From an optimization exercise on the open Yosys and OpenROAD flow, aimed at small area; shortcuts taken in it are not production practice. Only simulation tests tie the RTL to the original design; equivalence was not proved. The clock cells of runs 1 and 2 come from the design's own scripts or RTL, not from TritonCTS. The flow treats the clock pin as an ideal source. Dropping or thinning the clock tree relies on that and would not hold on a real chip. No activity file was given, so power comes from the tool's default toggle rates.

`flow/flow/abc_b.script`:
```
strash
&get -n
&st
&syn2
&if -g -K 6
&synch2
&st
&syn2
&if -g -K 6
&synch2
&deepsyn -T 60
&put
strash
dch -f
amap -m
```
`flow/flow/abc_s2b.script`:
```
strash
&get -n
&st
&syn2
&if -g -K 6
&synch2
&st
&syn2
&if -g -K 6
&synch2
&deepsyn -T 60 -S 2
&put
strash
dch -f
amap -m
```
`flow/config.mk`:
```
export PLATFORM = sky130hd
export DESIGN_NAME = GMII_MAC_RX
export DESIGN_NICKNAME = GMII_MAC_RX
export VERILOG_FILES = /design/flow/design.v
export SDC_FILE = /design/flow/constraint.sdc
export NUM_CORES = 4
export LEC_CHECK = 0
export CAP_MARGIN = 20
export CORE_MARGIN = 2
export CORE_UTILIZATION = 75
export SLEW_MARGIN = 20
```
`flow/flow/clock_tree.tcl`:
```
# Drive the register clock pins from a few clock buffers, one per group of
# nearby sinks (k-means on the sink positions), each placed at its group's centre.
proc insert_clock_buffers {clkname nbuf cell} {
  set block [ord::get_db_block]
  set clknet [$block findNet $clkname]
  set master [[ord::get_db] findMaster $cell]
  set pts {}
  foreach it [$clknet getITerms] {
    if {![$it isInputSignal]} { continue }
    set bb [[$it getInst] getBBox]
    lappend pts [list [expr {([$bb xMin]+[$bb xMax])/2.0}] [expr {([$bb yMin]+[$bb yMax])/2.0}] $it]
  }
  set pts [lsort -real -index 0 $pts]
  set n [llength $pts]
  # initial centres: x-sorted equal groups
  set cent {}
  for {set g 0} {$g < $nbuf} {incr g} {
    set grp [lrange $pts [expr {$g*$n/$nbuf}] [expr {($g+1)*$n/$nbuf - 1}]]
    set sx 0; set sy 0
    foreach p $grp { set sx [expr {$sx+[lindex $p 0]}]; set sy [expr {$sy+[lindex $p 1]}] }
    lappend cent [list [expr {$sx/[llength $grp]}] [expr {$sy/[llength $grp]}]]
  }
  for {set iter 0} {$iter < 30} {incr iter} {
    set asg {}
    foreach p $pts {
      set best 0; set bd 1e30
      for {set g 0} {$g < $nbuf} {incr g} {
        set c [lindex $cent $g]
        set d [expr {abs([lindex $p 0]-[lindex $c 0]) + abs([lindex $p 1]-[lindex $c 1])}]
        if {$d < $bd} { set bd $d; set best $g }
      }
      lappend asg $best
    }
    set new {}
    for {set g 0} {$g < $nbuf} {incr g} {
      set sx 0; set sy 0; set k 0
      foreach p $pts a $asg { if {$a == $g} { set sx [expr {$sx+[lindex $p 0]}]; set sy [expr {$sy+[lindex $p 1]}]; incr k } }
      if {$k == 0} { lappend new [lindex $cent $g] } else { lappend new [list [expr {$sx/$k}] [expr {$sy/$k}]] }
    }
    set cent $new
  }
  for {set g 0} {$g < $nbuf} {incr g} {
    set inst [odb::dbInst_create $block $master "clkbuf_manual_$g"]
    set net [odb::dbNet_create $block "clknet_manual_$g"]
    $net setSigType CLOCK
    [$inst findITerm A] connect $clknet
    [$inst findITerm X] connect $net
    foreach p $pts a $asg { if {$a == $g} { set it [lindex $p 2]; $it disconnect; $it connect $net } }
    set c [lindex $cent $g]
    $inst setLocation [expr {int([lindex $c 0])}] [expr {int([lindex $c 1])}]
    $inst setPlacementStatus PLACED
  }
}
# Replace the clock tree that CTS built with a few large clock buffers, each
# driving a group of nearby registers (see insert_clock_buffers).
proc replace_clock_tree {clkname nbuf cell} {
  set block [ord::get_db_block]
  set root [$block findNet $clkname]
  # every register clock pin goes back onto the root net
  set bufs {}
  foreach inst [$block getInsts] {
    set m [[$inst getMaster] getName]
    if {[string match "sky130_fd_sc_hd__clkbuf_*" $m] && [string match "clkbuf_*" [$inst getName]]} {
      lappend bufs $inst
    }
  }
  foreach inst $bufs {
    set out [[$inst findITerm X] getNet]
    foreach it [$out getITerms] {
      if {[$it isInputSignal] && [lsearch -exact $bufs [$it getInst]] < 0} {
        $it disconnect
        $it connect $root
      }
    }
  }
  foreach inst $bufs {
    set out [[$inst findITerm X] getNet]
    odb::dbInst_destroy $inst
    if {[llength [$out getITerms]] == 0 && [llength [$out getBTerms]] == 0} { odb::dbNet_destroy $out }
  }
  insert_clock_buffers $clkname $nbuf $cell
}
```
`flow/design.v`:
```
module CRC_chk (
    input wire clk
    ,input wire [7:0] CRC_data_in
    ,input wire CRC_en           
    ,input wire CRC_first        
    ,output wire CRC_match       
);
reg [31:0] F;
wire [7:0] D = CRC_data_in;
wire first = CRC_first;
wire [7:0] nb;
assign nb[0] = F[5] ^ F[6] ^ F[8] ^ F[21] ^ F[23] ^ F[31] ^ D[2] ^ D[3];
assign nb[1] = F[0] ^ F[8] ^ F[11] ^ F[19] ^ F[20] ^ F[21] ^ F[30] ^ D[1] ^ D[2] ^ D[3] ^ D[6];
assign nb[2] = F[0] ^ F[2] ^ F[7] ^ F[20] ^ F[22] ^ F[27] ^ D[0] ^ D[1] ^ D[2] ^ D[6];
assign nb[3] = F[0] ^ F[2] ^ F[9] ^ F[16] ^ F[20] ^ F[24] ^ F[25] ^ F[26] ^ F[28] ^ D[1] ^ D[2] ^ D[6] ^ D[7];
assign nb[4] = F[0] ^ F[5] ^ F[7] ^ F[13] ^ F[16] ^ F[19] ^ F[23] ^ F[24] ^ D[2] ^ D[4] ^ D[5] ^ D[6] ^ D[7] ^ first;
assign nb[5] = F[2] ^ F[4] ^ F[12] ^ F[17] ^ F[19] ^ F[22] ^ F[24] ^ F[25] ^ F[28] ^ D[2] ^ D[3] ^ D[4] ^ D[5] ^ D[6] ^ D[7];
assign nb[6] = F[1] ^ F[4] ^ F[6] ^ F[18] ^ F[25] ^ D[0] ^ D[3] ^ D[6] ^ D[7];
assign nb[7] = F[1] ^ F[3] ^ F[5] ^ F[6] ^ F[11] ^ F[15] ^ F[17] ^ F[21] ^ F[24] ^ F[25] ^ F[28] ^ F[29] ^ D[0] ^ D[2] ^ D[5] ^ D[6];
wire [31:0] Fn = {F[23:0], nb};
always @(posedge clk)
    F <= {F[23:0], CRC_en ? nb : 8'h00};
assign CRC_match = (Fn == 32'h1070002e);
endmodule
module GMII_MAC_RX #
(    
    parameter [31:0] ip1 = {8'd192, 8'd168, 8'd0, 8'd1},
    parameter [31:0] ip2 = {8'd192, 8'd168, 8'd0, 8'd2},
    parameter [31:0] ip3 = {8'd192, 8'd168, 8'd0, 8'd3},
    parameter [31:0] ip4 = {8'd192, 8'd168, 8'd1, 8'd102},
    parameter [31:0] ip5 = {8'd192, 8'd168, 8'd0, 8'd5}
) (
    input wire reset
    ,input wire rx_clk
    ,input wire [7:0] rxd
    ,input wire rxdv
    ,input wire rxer
    ,output wire [7:0] data_out
    ,output wire IP_is_matched
    ,output reg error
    ,output reg CRC_ok
);
localparam [3:0]
    SM_IDLE      = 4'd0,
    SM_PRMBL_RDY = 4'd1,
    SM_SFD       = 4'd2,
    SM_CRC       = 4'd3,
    SM_ERROR     = 4'd4,
    SM_IPG       = 4'd5,
    SM_HEAD_MAC  = 4'd8,
    SM_FR_TYPE   = 4'd9,
    SM_FR_VLAN   = 4'd10,
    SM_PAYLOAD   = 4'd11,
    SM_IP_DEST   = 4'd12;
assign data_out = rxd;
reg [3:0] st, nx;
reg [10:0] cnt;
reg tags_le1, tags_even;
reg type_vlan;               
reg [2:0] ip_st;             
reg crc_ok_r;                
reg [1:0] crc_ok_age;        
wire crc_shift_ok = (crc_ok_age != 2'd3);
wire s_idle  = (st == SM_IDLE);
wire s_prmbl = (st == SM_PRMBL_RDY);
wire s_sfd   = (st == SM_SFD);
wire s_head  = (st == SM_HEAD_MAC);
wire s_type  = (st == SM_FR_TYPE);
wire s_vlan  = (st == SM_FR_VLAN);
wire s_pay   = (st == SM_PAYLOAD);
wire s_ipd   = (st == SM_IP_DEST);
wire s_crc   = (st == SM_CRC);
wire s_err   = (st == SM_ERROR);
wire s_ipg   = (st == SM_IPG);
wire crc_en  = st[3];
wire rx55 = (rxd == 8'h55);
wire rx5d = (rxd == 8'h5d);
wire dv_ok = rxdv & !rxer;
wire cnt_idle_full = cnt[2] & cnt[1] & cnt[0];               
wire cnt_head_full = cnt[3] & cnt[2] & cnt[0];               
wire cnt_two       = cnt[0];    
wire cnt_low       = (cnt[10:6] == 5'd0);
wire cnt_is12      = cnt_low & !cnt[5] & !cnt[4] & cnt[3] & cnt[2] & !cnt[1] & !cnt[0];
wire cnt_is20      = cnt[4] & cnt[2];                        
wire cnt_max       = cnt[10] & cnt[8] & cnt[7] & cnt[6] & cnt[4] & cnt[3] & cnt[2];  
wire x1 = tags_le1;
wire x0 = tags_even;
wire c_lt = (!cnt[3] & (x1 | (!cnt[2] & x0))) | (!cnt[2] & x1 & x0);
wire c_eq = (cnt[3] == x1) & (cnt[2] == x0);
wire cnt_le_min = cnt_low & (!cnt[5] | (!cnt[4] & (c_lt | (c_eq & !(cnt[1] & cnt[0])))));
always @(*) begin
    nx = SM_IDLE;
    case (st)
        SM_IDLE :
            if (rxer) nx = SM_ERROR;
            else if (cnt_idle_full) nx = SM_PRMBL_RDY;
            else nx = SM_IDLE;
        SM_PRMBL_RDY :
            if (rxer) nx = SM_ERROR;
            else if (!rx55) nx = SM_IDLE;
            else if (rxdv) nx = SM_SFD;
            else nx = SM_PRMBL_RDY;
        SM_SFD :
            if (!dv_ok) nx = SM_ERROR;
            else if (rx55) nx = SM_SFD;
            else if (rx5d) nx = SM_HEAD_MAC;
            else nx = SM_IDLE;
        SM_HEAD_MAC :
            if (!dv_ok) nx = SM_ERROR;
            else if (cnt_head_full) nx = SM_FR_TYPE;
            else nx = SM_HEAD_MAC;
        SM_FR_TYPE :
            if (!dv_ok) nx = SM_ERROR;
            else if (cnt_two) nx = type_vlan ? SM_FR_VLAN : SM_PAYLOAD;
            else nx = SM_FR_TYPE;
        SM_FR_VLAN :
            if (!dv_ok) nx = SM_ERROR;
            else if (cnt_two) nx = SM_FR_TYPE;
            else nx = SM_FR_VLAN;
        SM_PAYLOAD :
            if (rxer) nx = SM_ERROR;
            else if (cnt_is12) nx = SM_IP_DEST;
            else if (cnt_max) nx = SM_ERROR;
            else if (!rxdv) nx = cnt_le_min ? SM_ERROR : SM_CRC;
            else nx = SM_PAYLOAD;
        SM_IP_DEST :
            if (!dv_ok) nx = SM_ERROR;
            else if (cnt_is20) nx = SM_PAYLOAD;
            else nx = SM_IP_DEST;
        SM_CRC :
            if (rxer || !crc_shift_ok) nx = SM_ERROR;
            else nx = SM_IPG;
        SM_ERROR :
            nx = SM_IPG;
        default :
            nx = SM_IDLE;
    endcase
end
wire crc_match;
CRC_chk CRC_chk_inst (
    .clk         (rx_clk),
    .CRC_data_in (rxd),
    .CRC_en      (crc_en),
    .CRC_first   (s_head && !cnt[3] && !(cnt[2] && (cnt[1] || cnt[0]))),
    .CRC_match   (crc_match)
);
wire cnt_inc = crc_en | ((s_idle | s_ipg) & rx55) | (s_sfd & rx5d);
wire cnt_restart = s_type & cnt_two & !type_vlan;
wire ip_shift = (s_pay & !rxer & cnt_is12) | (s_ipd & dv_ok & !cnt_is20);
wire to_prmbl = s_idle & !rxer & cnt_idle_full;
wire to_error = (rxer & !s_ipg) |
                ((s_sfd | s_head | s_type | s_vlan | s_ipd) & !rxdv) |
                (s_pay & !cnt_is12 & (cnt_max | (!rxdv & cnt_le_min))) |
                (s_crc & !crc_shift_ok);
wire set_ok = (s_crc & !rxer | s_err) & crc_shift_ok;
always @(posedge rx_clk) begin
    if (reset) begin
        st <= SM_IDLE;
        cnt <= 11'd0;
        ip_st <= 3'd0;
        error <= 1'b0;
        CRC_ok <= 1'b0;
        crc_ok_r <= 1'b0;
        crc_ok_age <= 2'd3;
    end else begin
        st <= nx;
        cnt <= cnt_inc ? (cnt_restart ? 11'd1 : cnt + 11'd1) : 11'd0;
        if (crc_ok_r) crc_ok_age <= 2'd0;
        else if (crc_shift_ok) crc_ok_age <= crc_ok_age + 2'd1;
        if (crc_en) crc_ok_r <= crc_match;
        else if (s_idle) crc_ok_r <= 1'b0;
        if (ip_shift) begin
            if (rxd == ip1[31:24]) ip_st <= 3'd1;
            else case (ip_st)
                3'd1: ip_st <= (rxd == ip1[23:16]) ? 3'd2 : 3'd0;
                3'd2: ip_st <= (rxd == 8'd0) ? 3'd3 : (rxd == 8'd1) ? 3'd6 : 3'd0;
                3'd3: ip_st <= (rxd == 8'd1 || rxd == 8'd2 || rxd == 8'd3 || rxd == 8'd5) ? 3'd4 : 3'd0;
                3'd6: ip_st <= (rxd == 8'd102) ? 3'd4 : 3'd0;
                default: ip_st <= 3'd0;
            endcase
        end
        if (to_prmbl) error <= 1'b0;
        else if (to_error) error <= 1'b1;
        if (to_prmbl) CRC_ok <= 1'b0;
        else if (set_ok) CRC_ok <= 1'b1;
    end
end
assign IP_is_matched = (ip_st == 3'd4);
always @(posedge rx_clk) begin
    if (s_type) begin
        tags_le1  <= (cnt[5:2] == 4'd3) | (cnt[5:2] == 4'd4);
        tags_even <= (cnt[5:2] == 4'd3) | (cnt[5:2] == 4'd5);
    end
    type_vlan <= s_type ? (type_vlan & (rxd == 8'h00)) : (rxd == 8'h81);
end
endmodule
```
`flow/flow/abc_s2c.script`:
```
strash
&get -n
&st
&syn2
&if -g -K 6
&synch2
&st
&syn2
&if -g -K 6
&synch2
&deepsyn -T 60 -S 2
&put
strash
dch -f
&get -n
&nf -p -R 1000
&put
```
`flow/flow/abc_c.script`:
```
strash
&get -n
&st
&syn2
&if -g -K 6
&synch2
&st
&syn2
&if -g -K 6
&synch2
&deepsyn -T 60
&put
strash
dch -f
&get -n
&nf -p -R 1000
&put
```
`flow/constraint.sdc`:
```
create_clock -name core_clock -period 8.0 [get_ports {rx_clk}]
set_input_delay 1.6000 -clock core_clock [delete_from_list [all_inputs] [get_ports {rx_clk}]]
set_output_delay 1.6000 -clock core_clock [all_outputs]
set_load 0.01 [all_outputs]
```
`flow/flow/abc_s1c.script`:
```
strash
&get -n
&st
&syn2
&if -g -K 6
&synch2
&st
&syn2
&if -g -K 6
&synch2
&deepsyn -T 60 -S 1
&put
strash
dch -f
&get -n
&nf -p -R 1000
&put
```
`flow/flow/synth.tcl`:
```
# The standard flow's synthesis script (synth_recipe.tcl) with one change: ABC maps the
# logic with area-oriented scripts (abc_*.script beside this file) instead of
# ORFS's speed script; each is tried and the smallest result is kept.
# Registers are mapped before ABC runs, so they are the standard synthesis's.
set my_dir [file dirname [file normalize [info script]]]
proc synth {args} { yosys synth -nofsm -noshare {*}$args }
proc abc {args} {
  set i [lsearch $args -script]
  set j [lsearch $args -liberty]
  if {$i < 0 || $j < 0} { yosys abc {*}$args; return }
  set lib [lindex $args [expr {$j+1}]]
  set scripts [lsort [glob -directory $::my_dir abc_*.script]]
  yosys design -save pre_abc
  set best_area -1
  set best_script ""
  foreach s $scripts {
    yosys design -load pre_abc
    lset args [expr {$i+1}] $s
    yosys abc {*}$args
    set f [file join $::env(OBJECTS_DIR) abc_area.txt]
    yosys tee -q -o $f stat -liberty $lib
    set fh [open $f]; set txt [read $fh]; close $fh
    regexp {Chip area for module [^:]*:\s*([0-9.]+)} $txt -> area
    puts "ABC script $s: area $area"
    if {$best_area < 0 || $area < $best_area} {
      set best_area $area
      set best_script $s
      yosys design -save best_abc
    }
  }
  puts "ABC script kept: $best_script (area $best_area)"
  yosys design -load best_abc
}
source $::env(SCRIPTS_DIR)/synth.tcl
# left out here: clear keep_hierarchy, flatten, clean up, hide names made inside functions, write 1_2_yosys.v
```
`flow/flow/run.sh`:
```
#!/bin/bash
# The standard layout (standard.sh) with these changes:
#  - synthesis maps the logic with area-oriented ABC scripts (synth.tcl,
#    abc_*.script) and keeps the smallest result; the registers are the
#    standard synthesis's;
#  - the port buffers are the smallest buffer cell;
#  - the clock reaches the registers through three clkbuf_16 cells, each
#    driving a group of nearby registers (post_cts.tcl, clock_tree.tcl).
set -euo pipefail
FD=$(cd "$(dirname "$0")" && pwd)
bash standard.sh \
  SYNTH_SCRIPT="$FD/synth.tcl" \
  BUFFER_PORTS_ARGS="-buffer_cell sky130_fd_sc_hd__buf_1" \
  CTS_ARGS="-sink_clustering_enable -repair_clock_nets -buf_list sky130_fd_sc_hd__clkbuf_8 -dont_use_dummy_load" \
  POST_CTS_TCL="$FD/post_cts.tcl" \
  finish > standard.log 2>&1
```
`flow/flow/abc_a.script`:
```
strash
&get -n
&st
&syn2
&if -g -K 6
&synch2
&st
&syn2
&if -g -K 6
&synch2
&deepsyn -T 60
&put
strash
dch -f
amap
```
`flow/flow/abc_s1b.script`:
```
strash
&get -n
&st
&syn2
&if -g -K 6
&synch2
&st
&syn2
&if -g -K 6
&synch2
&deepsyn -T 60 -S 1
&put
strash
dch -f
amap -m
```
`flow/flow/post_cts.tcl`:
```
# ORFS hook run at the end of the CTS step (POST_CTS_TCL): replace the
# clock tree by three clkbuf_16 cells, then legalize their placement.
source [file join [file dirname [file normalize [info script]]] clock_tree.tcl]
replace_clock_tree rx_clk 2 sky130_fd_sc_hd__clkbuf_16
detailed_placement
check_placement -verbose
estimate_parasitics -placement
report_clock_skew
```
`flow/standard.sh`:
```
#!/bin/bash
# synth_recipe.tcl (not shown) runs the flow's synth.tcl, then flattens the netlist and writes it again
# the make line also repeats each setting of config.mk as NAME=value (left out here)
make -C /OpenROAD-flow-scripts/flow DESIGN_CONFIG=/design/flow/config.mk WORK_HOME=/design/flow/orfs CLKGATE_MAP_FILE= SYNTH_SCRIPT=/design/flow/synth_recipe.tcl "${@:-finish}"
```
==> impl_metrics.yaml, run 1 <==
detailed_routing:
  wirelength_um: 7070
  ant_nets: 0
  dr.pass1.iters: 6
  vias: 2797
  drtIter0Drc: 340
  drc_errors: 0
  wl_per_cell_um: 15.8
  post_drt_via_cell_ratio: 6.26
synth:
  yosys-top-cells-count: "72 x nor2_1, 56 x dfxtp_1, 44 x a21oi_1, 44 x clkinv_1, 36 x nand2_1"
  synth-seq-cells: 58
  synth_edf_count: 2
  yosysMostFrequentCell: "nor2_1"
  syn-num-nets: 399
  synthCells: 383
  synth.distinct_cells: 30
  yosysTopAreaCell: "dfxtp_1"
  syn-cell-area_um2: 2780
  ys_top_cells_by_area: "dfxtp_1 40%, nor2_1 9.7%, a21oi_1 7.9%, clkinv_1 5.9%, o21ai_0 5.8%"
  syn_area_per_cell_um2: 7.27
  yosysWarnings: 2
  synth-main-ff-cell: "dfxtp_1"
  async_reset_ff_frac: 0
  synth_top_area_frac: 0.403
  ys_seq_area_frac: 0.424
pwr:
  ir_worst_vdd_v: 0.000235
  powerDensity_nw_per_um2: 156
  leakagePower_nw: 0.970
timing:
  slew-limit-headroom: 0.535
  min_period_over_period: 0.472
  worstMarginPinSlew_ns: 0.693
  max_freq_ghz: 0.265
  period_needed_ns: 3.78
  setup_violations: 0
  fin_tns_setup_ns: 0
  timing.hold.ws_ns: 0.360
  drv_slew: 0
  rsz0062_at_grt: "no"
  clock_skew_ns: 0.0139
  hold_viol: 0
finish:
  drive_gt1_frac: 0.00501
  instances_no_fill: 447
  antennaDiodeCount: 0
  fin_nets: 418
  area_growth_syn_to_layout_pct: 4.77
worst_setup_path:
  required_ns: 8.11
  slowest_delay_ns: 0.40
  cp_max_fo: 5
  worstSetupStartpointType: "primary input"
  worstSetupPathType: "in2reg"
  cp.arrival_ns: 3.89
  crit_cells: 11
  rr_worst_depth: 13
  rr_endpoint: "ip_st[2]"
  path_delay_family: "simple AND/OR/NAND/NOR gates"
  rr_startpoint: "cnt[2]"
  cp_num_buf_inv: 2
  crit_slowest_cell: "a21oi_1"
  path_cells: "buf_1 -> nor2_1 -> or3_1 -> or3_1 -> a21oi_1 -> clkinv_1 -> nor2_1 -> a21oi_1 -> a211oi_1 -> a21oi_1 -> nor2_1"
  r2r_slack_ns: 4.81
  end_kind: "register"
  crit_start: "rxdv"
global_route:
  overflow: 0
  grt_max_degree: 30
  antenna_found_initial: 0
  busiest_layer: "met2"
  grt_pass1_wl_um: 12000
  use_met3: 0.0417
  grtUsageMet1: 0.525
  grtUsageMet2: 0.589
  grt.total_usage: 0.364
  grt_pass1_vias: 2540
cts:
  cts.sinks: 58
  path_clk_slew_ns: 0.11
  insertion_delay_ns: 0.17
floorplanning:
  start_util: 0.772
  std_cell_rows: 22
  die_y_um: 64.9
  dieArea_um2: 4210
  core_um2: 3610
  die_w_um: 64.9
  ioPinCount: 23
min_path:
  holdPathStages: 0
  holdPathEnd: "CRC_chk_inst.F[20]"
  hold_class: "reg2reg"
  hp-start: "CRC_chk_inst.F[12]"
placement:
  dp_cells: 445
  dp_hpwl_um: 5400
  place_congestion: 0.890
  port_buffers: 22
outcome:
  status: "no timing/DRC/antenna violations"
run:
  drv_cap: 0
-- worst max path at each step --
stage	endpoint	slack, ns
after global placement	ip_st[2]	4.29
final	ip_st[2]	4.22
after detailed placement	ip_st[2]	4.17
after global routing	ip_st[2]	4.16
after floorplan	data_out[0]	4.68
-- cells in the final DEF, fill, tap and decap left out --
cell type / netlist / routed
o211ai_1: 1 / 1
or3_1: 3 / 3
or4_1: 2 / 2
a21oi_1: 44 / 44
o21a_1: 2 / 2
o21bai_1: 1 / 1
ha_1: 4 / 4
edfxtp_1: 2 / 2
nor4_1: 7 / 7
clkinv_1: 44 / 44
a2111oi_0: 1 / 1
o2111ai_1: 1 / 1
dfxtp_1: 56 / 56
buf_1: 0 / 22
a221oi_1: 2 / 2
a32o_1: 1 / 1
a31oi_1: 3 / 3
xor2_1: 2 / 2
and3_1: 2 / 2
o22ai_1: 9 / 9
nor2_1: 72 / 72
a22oi_1: 1 / 1
or2_0: 1 / 1
nand4_1: 6 / 6
o21ai_0: 32 / 32
nand2_1: 36 / 36
nor2b_1: 1 / 1
nor3_1: 18 / 18
a211oi_1: 12 / 12
nand3_1: 9 / 9
clkbuf_16: 0 / 2
-- layer usage --
metal / share of wire / vias to the layer above
li1: - / 1375
met5: 0 / -
met2: 0.46 / 157
met4: 0.016 / 0
met3: 0.087 / 15
met1: 0.44 / 1250
-- sequential cells by signal (all words and copies together) (netlist names) --
signal          count
tags_le1            1
ip_st               3
cnt                11
error               1
crc_ok_age          2
CRC_ok              1
tags_even           1
CRC_chk_inst.F     32
type_vlan           1
crc_ok_r            1
st                  4
-- metrics by stage --
step	worst slack, ns	instance area (um^2)	utilization	total power [W]
2_1_floorplan	4.68	2780	-	0.000330
3_3_place_gp	4.29	2870	0.795	0.000340
3_5_place_dp	4.17	2870	0.795	0.000341
5_1_grt	4.16	2920	0.808	0.000468
6_report	4.22	2920	0.808	0.000454
-- area by class of cell --
type                       instances  area, um^2
timing repair buffer              22        82.6
inverter                          44         165
sequential                        58        1180
multi-input combinational        273        1380
buffer                             2        50.0
tap                               48        60.1
fill                             266         691
-- logic make-up (layout without fill, tap and decap cells) --
group                      Yosys count  after routing  share of synthesized area
AOI/OAI and AO/OA                  110            110                      0.226
xor gates and xnor gates             2              2                    0.00630
adders and majority gates            4              4                     0.0180
buffers and inverters               52             68                     0.0809
DFF                                 58             58                      0.424
and+or+nand+nor                    157            157                      0.245
-- power by group --
part	total (W)	switching, W	internal (W)
Combinational	0.0000445	0.0000318	0.0000126
Clock	0.000117	0.0000704	0.0000464
Sequential	0.000292	0.00000131	0.000291
==> run 2: changes to the inputs <==
--- a/flow/flow/run.sh
+++ b/flow/flow/run.sh
@@ -4,7 +4,7 @@
 #    abc_*.script) and keeps the smallest result; the registers are the
 #    standard synthesis's;
 #  - the port buffers are the smallest buffer cell;
-#  - the clock reaches the registers through three clkbuf_16 cells, each
+#  - the clock reaches the registers through two clkbuf_16 cells, each
 #    driving a group of nearby registers (post_cts.tcl, clock_tree.tcl).
 set -euo pipefail
 FD=$(cd "$(dirname "$0")" && pwd)
==> flow/flow/post_cts.tcl (replaced) <==
# ORFS hook run at the end of the CTS step (POST_CTS_TCL): replace the
# clock tree by two clkbuf_16 cells, then legalize their placement.
source [file join [file dirname [file normalize [info script]]] clock_tree.tcl]
replace_clock_tree rx_clk 2 sky130_fd_sc_hd__clkbuf_16
detailed_placement
check_placement -verbose
estimate_parasitics -placement
report_clock_skew
==> impl_metrics.yaml, run 2 <==
outcome:
  status: "no timing/DRC/antenna violations"
floorplanning:
  dieArea_um2: 4210
  die_w_um: 64.9
  start_util: 0.772
  ioPinCount: 23
  die_y_um: 64.9
  core_um2: 3610
  std_cell_rows: 22
pwr:
  p_sw_frac: 0.230
  pwr-share-seq: 0.643
  ir_worst_vdd_v: 0.000205
  p_comb_frac: 0.097
  internal_power_w: 0.000350
  leakagePower_nw: 0.970
  clkPwrFrac: 0.260
  powerDensity_nw_per_um2: 156
  p_sw_w: 0.000105
synth:
  synth-seq-cells: 58
  synth-main-ff-cell: "dfxtp_1"
  ys_seq_area_frac: 0.424
  syn-num-nets: 399
  syn-cell-area_um2: 2780
  yosysTopAreaCell: "dfxtp_1"
  synth_edf_count: 2
  yosysWarnings: 2
  yosysMostFrequentCell: "nor2_1"
  synthCells: 383
  async_reset_ff_frac: 0
  ys_top_cells_by_area: "dfxtp_1 40%, nor2_1 9.7%, a21oi_1 7.9%, clkinv_1 5.9%, o21ai_0 5.8%"
  syn_area_per_cell_um2: 7.27
  synth.distinct_cells: 30
  synth_top_area_frac: 0.403
  yosys-top-cells-count: "72 x nor2_1, 56 x dfxtp_1, 44 x a21oi_1, 44 x clkinv_1, 36 x nand2_1"
detailed_routing:
  ant_nets: 0
  vias: 2828
  drc_errors: 0
  dr.pass1.iters: 5
  wl_per_cell_um: 15.3
  drtIter0Drc: 310
  wirelength_um: 6840
  post_drt_via_cell_ratio: 6.33
finish:
  fin_nets: 418
  drive_gt1_frac: 0.00501
  seq_area_um2: 1180
  area_growth_syn_to_layout_pct: 4.77
  largest_reg_flops: 32
  top_register: "CRC_chk_inst.F"
  multi_input_area_um2: 1380
  top_regs: "CRC_chk_inst.F x32, cnt x11, st x4"
  antennaDiodeCount: 0
  mostFrequentLayoutCell: "nor2_1"
  instances_no_fill: 447
  fin_area_um2: 2920
  nFillCells: 250
  final_cell_mix: "72 x nor2_1, 56 x dfxtp_1, 44 x a21oi_1, 44 x clkinv_1, 36 x nand2_1"
global_route:
  grt_pass1_wl_um: 11700
  use_met3: 0.0434
  grt_max_degree: 30
  grtUsageMet2: 0.572
  grt_pass1_vias: 2568
  grt.total_usage: 0.351
  busiest_layer: "met2"
  grtUsageMet1: 0.507
  antenna_found_initial: 0
  overflow: 0
timing:
  worst_slack_ns: 4.30
  hold_viol: 0
  drv_slew: 0
  period_needed_ns: 3.70
  max_freq_ghz: 0.270
  timing.hold.ws_ns: 0.365
  clock_skew_ns: 0.0142
  slew-limit-headroom: 0.543
  fin_tns_setup_ns: 0
  setup_violations: 0
  worstMarginPinSlew_ns: 0.680
  rsz0062_at_grt: "no"
  min_period_over_period: 0.463
cts:
  cts.sinks: 58
  insertion_delay_ns: 0.17
  path_clk_slew_ns: 0.11
worst_setup_path:
  worstSetupStartpointType: "primary input"
  worstSetupPathType: "in2reg"
  required_ns: 8.12
  cp_max_fo: 5
  cp_num_buf_inv: 2
  end_kind: "register"
  slowest_delay_ns: 0.39
  crit_slowest_cell: "or3_1"
  path_cells: "buf_1 -> nor2_1 -> or3_1 -> or3_1 -> a21oi_1 -> clkinv_1 -> nor2_1 -> a21oi_1 -> a211oi_1 -> a21oi_1 -> nor2_1"
  cp.arrival_ns: 3.82
  path_delay_family: "simple AND/OR/NAND/NOR gates"
placement:
  dp_cells: 445
  dp_hpwl_um: 5110
  placed_area_um2: 2870
  post-place-ws_ns: 4.18
  place_congestion: 0.921
  port_buffers: 22
run:
  drv_cap: 0
min_path:
  hold_class: "reg2reg"
==> run 2: cell counts in the layout (fill, tap and decap cells not counted) <==
Identical to the previous run, type by type.
==> run 2: final timing paths <==
check,startpoint,end,slack (ns),depth (start not counted)
max,rxdv,ip_st[2],4.30,11
min,CRC_chk_inst.F[22],CRC_chk_inst.F[30],0.36,0
max reg2reg,cnt[2],ip_st[2],4.89,13
min reg2reg,CRC_chk_inst.F[22],CRC_chk_inst.F[30],0.36,0
==> run 2: routing by layer <==
| metal | routed length, um | part of all wire |
|---|---|---|
| met5 | 0 | 0 |
| met4 | 66 | 0.0096 |
| met3 | 620 | 0.091 |
| met2 | 3130 | 0.46 |
| met1 | 3020 | 0.44 |
==> run 2: through the flow <==
step                power, W   util
floorplan           0.000330      -
global placement    0.000340  0.795
detailed placement  0.000341  0.795
global route        0.000470  0.808
finish              0.000455  0.808
==> run 2: final cells by class <==
cell class / instances / area share
buffer: 2 / 0.0172
inverter: 44 / 0.0567
timing repair buffer: 22 / 0.0283
multi-input combinational: 273 / 0.472
sequential: 58 / 0.405
tap: 48 / 0.0206
==> run 2: worst register-to-register path, stage by stage (launching register included) <==
cell and delay (ns):
dfxtp_1 0.42, clkinv_1 0.19, nor2_1 0.31, nand3_1 0.19
nor4_1 0.32, nor3_1 0.09, or3_1 0.35, a21oi_1 0.36
clkinv_1 0.24, nor2_1 0.15, a21oi_1 0.05, a211oi_1 0.21
a21oi_1 0.07, nor2_1 0.09
==> run 2: power groups by stage <==
stage	combinational [W]	sequential [W]	clock, W
detailed placement	0.0000420	0.000299	0
floorplan	0.0000309	0.000299	0
global route	0.0000493	0.000293	0.000128
finish	0.0000441	0.000292	0.000118
global placement	0.0000410	0.000299	0
==> run 2: kinds of logic after synthesis <==
family | after synthesis | share of synthesized area
and+or+nand+nor | 157 | 0.245
AOI/OAI and AO/OA | 110 | 0.226
DFF | 58 | 0.424
buffers and inverters | 52 | 0.0809
adders and majority gates | 4 | 0.0180
xor gates and xnor gates | 2 | 0.00630
==> run 3: changes to the inputs <==
--- a/flow/config.mk
+++ b/flow/config.mk
@@ -7,5 +7,5 @@
 export LEC_CHECK = 0
 export CAP_MARGIN = 20
 export CORE_MARGIN = 2
-export CORE_UTILIZATION = 75
+export CORE_UTILIZATION = 85
 export SLEW_MARGIN = 20
==> impl_metrics.yaml, run 3 <==
outcome:
  status: "did not finish"
  failing_step: "global placement without I/O (3_1_place_gp_skip_io)"
  error_message: "[ERROR GPL-0301] Utilization 106.420 % exceeds 100%."
floorplanning:
  die_w_um: 61.2
  std_cell_rows: 20
  start_util: 0.904
  die_y_um: 61.2
synth:
  yosysTopAreaCell: "dfxtp_1"
  ys_seq_area_frac: 0.424
  syn_area_per_cell_um2: 7.27
  yosysWarnings: 2
  synth-seq-cells: 58
  synth.distinct_cells: 30
  yosysMostFrequentCell: "nor2_1"
  syn-num-nets: 399
  synth_top_area_frac: 0.403
  yosys-top-cells-count: "72 x nor2_1, 56 x dfxtp_1, 44 x a21oi_1, 44 x clkinv_1, 36 x nand2_1"
  synthCells: 383
  syn-cell-area_um2: 2780
  async_reset_ff_frac: 0
  synth-main-ff-cell: "dfxtp_1"
  synth_edf_count: 2
  ys_top_cells_by_area: "dfxtp_1 40%, nor2_1 9.7%, a21oi_1 7.9%, clkinv_1 5.9%, o21ai_0 5.8%"
[run 3: logic make-up after synthesis]
kind of cell | after synthesis | share of synthesized area
AOI/OAI and AO/OA | 110 | 0.226
xor gates and xnor gates | 2 | 0.00630
DFF | 58 | 0.424
and+or+nand+nor | 157 | 0.245
buffers and inverters | 52 | 0.0809
adders and majority gates | 4 | 0.0180

re-timing with driven ports:
The flow's constraints put no driver on any port. The routed layouts listed below were extracted and timed again, unchanged, in two steps.
Step 1 assumes that a clkbuf_16 drives the clock port and a buf_2 every other input.
Step 2 adds t to the input delays and takes it off the output delays; t is the mean of the earliest and latest rising clock arrival at the registers after step 1. Input paths then give back, and output paths get back, about the clock's delay inside the block.
a / b / c = no drivers / after step 1 / after step 2; a / b = the first two.
run | t (ns) | setup WS [ns] | clock arrival spread, ns | cell pins on the clock port's net
run 1 | 0.210 | 4.221 / 4.248 / 4.038 | 0.014 / 0.014 | 2
run 2 | 0.213 | 4.299 / 4.324 / 4.111 | 0.014 / 0.014 | 2
After both steps every run listed still meets setup and hold. For run 2, which loses most, drivers alone change the setup slack by +0.025 ns; drivers and shift together by -0.188 ns.
